Background: an optimization exercise with open tools, aiming at small area. Do not read the settings as production practice. The RTL was checked by simulation tests, not by an equivalence proof against the original design. Power figures rest on the tool's default switching activity, not on a simulated workload.

==> design/flow/design.v <==
module Display (
    input clk,
    input rst,
    output uart_tx,
    input [63:0] screen_row,  
    output [4:0] row_sel,
    input set,
    output busy
);
    localparam DELAY_FRAMES = 15;
    localparam TX_STATE_IDLE = 0;
    localparam TX_STATE_START_BIT = 1;
    localparam TX_STATE_WRITE = 2;
    localparam TX_STATE_STOP_BIT = 3;
    localparam START_BYTE = 8'hAA;
    localparam END_BYTE = 8'h55;
    localparam ESCAPE_BYTE = 8'hEC;
    localparam PH_START = 0;
    localparam PH_DATA = 1;
    localparam PH_END = 2;
    reg [3:0] txState;
    reg txPinRegister;
    reg [24:0] txCounter;
    reg [7:0] data_out;
    reg [8:0] byteCounter;
    reg [2:0] txBitNumber;
    reg escaped;
    reg [1:0] phase;
    assign row_sel = byteCounter[7:3];
    wire [7:0] tempData = screen_row[byteCounter[2:0] * 8 +: 8];
    assign uart_tx = txPinRegister;
    assign busy = set | (txState != TX_STATE_IDLE);
    always @(posedge clk) begin
        if (rst) begin
            txState <= TX_STATE_IDLE;
            txPinRegister <= 1;
            txCounter <= 0;
            data_out <= 0;
            byteCounter <= 0;
            txBitNumber <= 0;
            escaped <= 0;
            phase <= PH_START;
        end else begin
        case (txState)
            TX_STATE_IDLE: begin
                txPinRegister <= 1;
                if (set) begin
                    txState <= TX_STATE_START_BIT;
                    byteCounter <= 0;
                    escaped <= 0;
                    phase <= PH_START;
                    data_out <= START_BYTE;
                    txCounter <= 0;
                end
            end
            TX_STATE_START_BIT: begin
                txPinRegister <= 0;
                if (txCounter >= DELAY_FRAMES) begin
                    txState <= TX_STATE_WRITE;
                    txBitNumber <= 0;
                    txCounter <= 0;
                end else begin
                    txCounter <= txCounter + 1;
                end
            end
            TX_STATE_WRITE: begin
                txPinRegister <= data_out[txBitNumber];
                if (txCounter >= DELAY_FRAMES) begin
                    if (txBitNumber == 3'b111) begin
                        txState <= TX_STATE_STOP_BIT;
                    end else begin
                        txBitNumber <= txBitNumber + 1;
                    end
                    txCounter <= 0;
                end else begin
                    txCounter <= txCounter + 1;
                end
            end
            TX_STATE_STOP_BIT: begin
                txPinRegister <= 1;
                if (txCounter >= DELAY_FRAMES) begin
                    txCounter <= 0;
                    if (phase == PH_END) begin
                        txState <= TX_STATE_IDLE;
                    end else if (byteCounter == 256) begin
                        data_out <= END_BYTE;
                        phase <= PH_END;
                        txState <= TX_STATE_START_BIT;
                    end else begin
                        phase <= PH_DATA;
                        if (escaped) begin
                            data_out <= tempData;
                            escaped <= 0;
                            byteCounter <= byteCounter + 1;
                        end else begin
                            case (tempData)
                                START_BYTE, END_BYTE, ESCAPE_BYTE: begin
                                    escaped <= 1;
                                    data_out <= ESCAPE_BYTE;
                                end
                                default: begin
                                    data_out <= tempData;
                                    byteCounter <= byteCounter + 1;
                                end
                            endcase
                        end
                        txState <= TX_STATE_START_BIT;
                    end
                end else begin
                    txCounter <= txCounter + 1;
                end
            end
            default: txState <= TX_STATE_IDLE;
        endcase
        end
    end
endmodule
module chip8 (
    input clk,
    input rst,
    output [11:0] mem_addr,
    input [7:0] mem_rdata,
    output uart_tx
);
    reg [2047:0] screen;   
    reg display_set;
    wire display_busy;
    wire [4:0] display_row;
    Display display (
        .clk(clk),
        .rst(rst),
        .uart_tx(uart_tx),
        .screen_row(cur),
        .row_sel(display_row),
        .set(display_set),
        .busy(display_busy)
    );
    localparam S_FETCH0 = 0;
    localparam S_FETCH1 = 1;
    localparam S_FETCH2 = 2;
    localparam S_EXEC = 3;
    localparam S_DRAW0 = 4;
    localparam S_DRAW1 = 5;
    localparam S_SHOW = 6;
    localparam S_WAIT = 7;
    reg [2:0] state;
    reg [11:0] PC;
    reg [7:0] V [0:15];
    reg [11:0] I;
    reg [11:0] addr;
    reg [7:0] hi;
    reg [3:0] N;
    reg [3:0] r;
    reg [5:0] x;
    reg [4:0] y;
    assign mem_addr = addr;
    wire [3:0] instr = hi[7:4];
    wire [3:0] X = hi[3:0];
    wire [3:0] Y = mem_rdata[7:4];
    wire [7:0] NN = mem_rdata;
    wire [11:0] NNN = {hi[3:0], mem_rdata};
    wire [7:0] b = mem_rdata;
    wire [7:0] b_rev = {b[0], b[1], b[2], b[3], b[4], b[5], b[6], b[7]};
    wire [63:0] mask = {56'd0, b_rev} << x;
    wire [5:0] row = y + r;
    wire [4:0] rsel = (state == S_WAIT) ? display_row : row[4:0];
    wire [63:0] cur = screen[rsel * 64 +: 64];
    wire collide = (row < 32) && ((cur & mask) != 0);
    integer k;
    always @(posedge clk) begin
        if (rst) begin
            state <= S_FETCH0;
            PC <= 12'h200;
            I <= 0;
            addr <= 0;
            hi <= 0;
            N <= 0;
            r <= 0;
            x <= 0;
            y <= 0;
            screen <= 0;
            display_set <= 0;
            for (k = 0; k < 16; k = k + 1) V[k] <= 0;
        end else begin
            display_set <= 0;
            case (state)
                S_FETCH0: begin
                    addr <= PC;
                    state <= S_FETCH1;
                end
                S_FETCH1: begin
                    addr <= PC + 1;
                    state <= S_FETCH2;
                end
                S_FETCH2: begin
                    hi <= mem_rdata;
                    state <= S_EXEC;
                end
                S_EXEC: begin
                    PC <= PC + 2;
                    state <= S_FETCH0;
                    case (instr)
                        'h0: begin
                            if (NN[3:0] == 0) screen <= 0;
                            state <= S_SHOW;
                        end
                        'h1: PC <= NNN;
                        'h6: V[X] <= NN;
                        'h7: V[X] <= V[X] + NN;
                        'hA: I <= NNN;
                        'hD: begin
                            x <= V[X][5:0];
                            y <= V[Y][4:0];
                            V[15] <= 0;
                            N <= NN[3:0];
                            r <= 0;
                            addr <= I;
                            state <= (NN[3:0] == 0) ? S_SHOW : S_DRAW0;
                        end
                        default: ;
                    endcase
                end
                S_DRAW0: begin
                    state <= S_DRAW1;
                end
                S_DRAW1: begin
                    if (row < 32) screen[row[4:0] * 64 +: 64] <= cur ^ mask;
                    if (collide) V[15] <= 1;
                    addr <= addr + 1;
                    r <= r + 1;
                    state <= (r + 1 == N) ? S_SHOW : S_DRAW0;
                end
                S_SHOW: begin
                    display_set <= 1;
                    state <= S_WAIT;
                end
                S_WAIT: begin
                    if (!display_busy) state <= S_FETCH0;
                end
            endcase
        end
    end
endmodule
==> design/flow/constraint.sdc <==
create_clock -name core_clock -period 10.0 [get_ports {clk}]
set_input_delay 2.0000 -clock core_clock [delete_from_list [all_inputs] [get_ports {clk}]]
set_output_delay 2.0000 -clock core_clock [all_outputs]
set_load 0.01 [all_outputs]
==> design/flow/config.mk <==
export PLATFORM = sky130hd
export DESIGN_NAME = chip8
export DESIGN_NICKNAME = chip8
export VERILOG_FILES = /design/flow/design.v
export SDC_FILE = /design/flow/constraint.sdc
export NUM_CORES = 4
export LEC_CHECK = 0
export CAP_MARGIN = 20
export CORE_MARGIN = 2
export CORE_UTILIZATION = 30
export SLEW_MARGIN = 20
==> design/flow/run.sh <==
#!/bin/bash
# synth_recipe.tcl (not shown) runs the flow's synth.tcl, then flattens the netlist and writes it again
# the make line also repeats each setting of config.mk as NAME=value (left out here)
make -C /OpenROAD-flow-scripts/flow DESIGN_CONFIG=/design/flow/config.mk WORK_HOME=/design/flow/orfs CLKGATE_MAP_FILE= SYNTH_SCRIPT=/design/flow/synth_recipe.tcl finish
==> summary.txt <==
cell usage after synthesis, types with 44 or more instances:
library cell  count
a31oi_1         123
nor4_1           55
a211oi_1        151
o21ai_0          83
clkbuf_1       1032
nand4_1          94
mux2i_1         353
nand2_1        1366
nor2_1         2399
buf_2           236
a21oi_1         252
edfxtp_1         96
a32oi_1          63
a221oi_1         59
inv_1            44
mux4_2           97
dfxtp_1        2170
nand3_1         510
ha_1             89
buf_4            68
and3_1          135
a22oi_1        2121
and2_1          113
layout by cell type (no fill, tap or decap), drive strengths merged, types with 14 or more instances in the layout:
cell type / count
clkdlybuf4s50: 20
o22ai: 24
o211a: 37
nor3: 39
clkbuf: 361
nand3: 514
xor2: 16
bufinv: 16
and3: 135
mux4: 97
a22oi: 2123
nor4: 55
nand2: 1366
mux2i: 354
a31oi: 123
o21ai: 93
and2: 115
a21oi: 256
dfxtp: 2170
clkinv: 49
a32oi: 65
inv: 51
xnor2: 14
nor2: 2401
ha: 89
a211oi: 153
buf: 261
mux2: 33
a221oi: 59
edfxtp: 96
a311oi: 34
nor2b: 22
o211ai: 43
a2111oi: 22
a22o: 16
nand4: 94
state kept, by name, indices dropped and copies added (netlist names), 5 cells and up, named ones only:
| signal | flops |
|---|---|
| screen | 2048 |
| V | 96 |
| display.txCounter | 25 |
| I | 12 |
| PC | 12 |
| addr | 12 |
| display.byteCounter | 9 |
| display.data_out | 8 |
| hi | 8 |
| x | 6 |
| y | 5 |
critical path, stage by stage (launching register included):
cell and delay (ns):
dfxtp_1 0.80, and3_4 0.49, buf_4 0.84, o21ai_4 0.33
buf_12 0.31, buf_12 0.26, nor2_1 0.68, a32oi_1 0.34
a311oi_1 0.73, o21ai_0 0.28, ha_1 0.26, nor4_1 0.59
nand4_1 0.16, nor4_1 0.83, nor3_1 0.31, nand3b_1 0.41
metrics by stage:
stage	cell area, um2	power, W	utilization (%)	cells	hold slack (ns)
floorplan	104000	0.00981	-	12300	0.417
global placement	107000	0.0101	31.0	15700	0.434
finish	115000	0.0192	33.5	16200	0.444
detailed placement	107000	0.0101	31.1	15700	0.439
CTS	115000	0.0192	33.4	16200	0.446
global route	115000	0.0196	33.4	16200	0.461
routing by layer:
layer  vias to the layer above  share of wire [%]  GRT usage, %
met5                         -              0.024             0
met1                     48900                 38          33.9
met3                      1741                 13          7.33
met2                      7417                 42          38.2
li1                      42300                  -             -
met4                        18                7.3          16.5
final cells by class:
type | count | area, um2 | area share, %
timing repair buffer | 281 | 2640 | 2.30
inverter | 50 | 188 | 0.163
multi-input combinational | 8591 | 51900 | 45.2
antenna | 11 | 27.5 | 0.0240
clock buffer | 361 | 7040 | 6.13
tap | 4557 | 5700 | 4.97
clock inverter | 71 | 1030 | 0.897
sequential | 2266 | 46300 | 40.3
cell families (layout without fill, tap and decap cells):
kind of cell	count (synthesis)	count (layout)
other cells	0	11
buf+inv	1443	763
flops	2266	2266
compound gates	3169	3169
fa+ha+maj	91	91
mux	484	484
simple gates	4817	4817
xor+xnor	30	30
worst min path at each step:
stage | from | endpoint | slack [ns] | cells past startpoint
after floorplan | display.txCounter[17] | display.txCounter[17] | 0.42 | 2
after global routing | display.txCounter[17] | display.txCounter[17] | 0.46 | 2
after global placement | display.txCounter[17] | display.txCounter[17] | 0.43 | 2
after detailed placement | display.phase[0] | display.phase[0] | 0.44 | 2
final | display.txCounter[18] | display.txCounter[18] | 0.44 | 2
after CTS | display.phase[0] | display.phase[0] | 0.45 | 2
power groups by stage:
stage	combinational [W]	clock, W	sequential [W]
CTS	0.000762	0.00927	0.00916
floorplan	0.000471	0	0.00934
finish	0.000798	0.00927	0.00916
global placement	0.000762	0	0.00936
detailed placement	0.000760	0	0.00936
global route	0.000819	0.00965	0.00916
==> reports/qor_table.md <==
| Item | This run |
|---|---|
| Antenna violations before repair | 16 |
| Number of antenna-violating nets in the routed design | 0 |
| Count of pins over their slew limit | 0 |
| Vias in the first global route | 90700 |
| Basic-gate share of the synthesized area counting and, or, nand and nor cells | 19.5% |
| Num ports | 23 |
| Final WL | 479000 um |
| CTS tree | done |
| Slack of the worst reg-to-reg path | 1.84 ns |
| Root buffer cell | clkbuf_16 |
| Die span in x | 591 um |
| Die Area | 0.350 mm2 |
| Max-Slew Margin vs Limit | 9.04% |
| Critical path destination | V[15][4] |
| Cells after synthesis | 12300 |
| Core region area | 0.343 mm2 |
| Chip height | 591 um |
| R2r worst-path depth | 15 |
| Combinational share of power | 4.2% |
| Initial detailed-routing violation count | 16700 |
| Remaining DRCs | 0 |
| Max-capacitance violation count | 0 |
| Share of power burned in the clock network | 48.2% |
| Clk sink count | 2266 |
| Capture instance of the worst register-to-register path | V[15][4] |
| Critical path class | reg -> reg |
| Count of yosys warnings during synthesis | 2 |
| Finish-stage setup viols | 0 |
| Post-synthesis instance area | 0.104 mm2 |
| H-tree levels | 4 |
| Routability cong. | 0.994 |
| Global-route wire length before repair | 678000 um |
| Int Pwr | 0.0146 W |
| Number of resized instances in the post-cts repair step | 0 |
| Static power due to leakage | 38.5 nW |
| Dominant synthesized flop cell | dfxtp_1 |
| Nature of the critical path endpoint | flip-flop |
| Number of buffers inserted by post-CTS setup repair | 0 |
| Site Rows | 215 |
| Netlist cell types | 110 |
| Type of origin of the critical path | flip-flop |
| Hold WC Path Type | reg -> reg |
| Sum of negative setup slack | 0 ns |
| Final HPWL DP | 259000 um |
| Clock Pin Slew Worst Setup and Hold Paths | 0.06 ns |
| Setup clock skew after layout | 0.102 ns |
| Peak ir drop on the vdd network | 0.191 mV |
| First element of the critical path | state[2] |
| Final hold violation count | 0 |
| TritonCTS buffer count | 239 |
| Data required time at the worst endpoint | 10.64 ns |
| Initial Util | 30.2% |
| Share of total power in sequential cells | 47.6% |
| Crit path time final | 8.16 ns |
| Fraction of synthesized cell area taken by the top area cell type | 42.0% |
| Share of cells above drive strength 1 | 7.90% |
| Vias | 100000 |
| Port buffer count | 22 |
| Tot GR Track Use | 26.1% |
| Worst-path fanout max | 66 |
| Switching Power | 0.00465 W |
| First-pass DRT Iterations | 10 |
| Flip-flop and latch count after synthesis | 2266 |
| Multiplexer share of the synthesized area | 5.89% |
| Status | timing/DRC/antenna clean |
| PwrDens | 167 mW/mm2 |
| Net Count, Synth | 12400 |
| Switching part of the total | 24.2% |
| Synthesized-area fraction occupied by ao, oa, aoi and oai cells | 22.6% |
| Pre-CTS setup slack | 2.46 ns |
| Max frequency | 123 MHz |
| Number of flops mapped to enable cells by yosys | 96 |
| R2R Path Start | state[2] |
| Adder and majority cell fraction of the synthesized area | 1.11% |
| Final Net Count | 11500 |
| Worst Tran Pin Value | 1.36 ns |
| Unrepaired setup endpoints after global routing | no |
| Period utilisation layout | 81.6% |
| Post-synthesis async set-or-reset flop share | 0% |
| Detailed-route wire length per cell | 29.6 um |
| Parity-gate share of the synthesized area counting xor and xnor cells | 0.268% |
| Clock buffer depth | 3 |
| Arrival time worst endpoint | 8.79 ns |
| Largest cells by area after synthesis | dfxtp_1 (42%), a22oi_1 (15%), nor2_1 (8.7%) |
| Hold_buf cts | 0 |
| Total overflow reported by the global router | 0 |
| Combinational family with the most area after synthesis | compound AO/OA/AOI/OAI gates |
| Seq/Total Area, Yosys | 44.7% |
| Post-route setup slack | 1.84 ns |
| Mean number of vias per cell | 6.20 |
| Area Overhead vs Synth | 10.9% |
| Cell taking the most area after synthesis | dfxtp_1 |
| Pin count of the biggest net entering global routing | 236 |
| Post-Syn Area per Cell | 8.42 um2 |
| Number of inserted filler cells in the final layout | 35700 |
| Clock latency reported for the late side of the worst-skew pair | 0.97 ns |

port drivers added, routing unchanged:
How much do the figures lean on ideal ports? The routed layout below was timed once more, with nothing changed but the port constraints. Step 1 sets driving cells, clkbuf_16 on the clock port and buf_2 on the other inputs (assumed; they add their load-dependent delay and slew). Step 2 times the ports against the registers' clock, not the clock port: input delays grow and output delays shrink by t, the midpoint of the rising clock arrivals with the driver on. Slacks: no drivers / after step 1 / after step 2; pairs: no drivers / after step 1.
t, ns: 1.028
setup WS [ns]: 1.843 / 1.843 / 1.843
slew at the worst register clock pin (ns): 0.07 / 0.07
After both steps setup and hold are still met in this run. For this run, drivers alone change the setup slack by 0.000 ns; drivers and shift together by 0.000 ns.
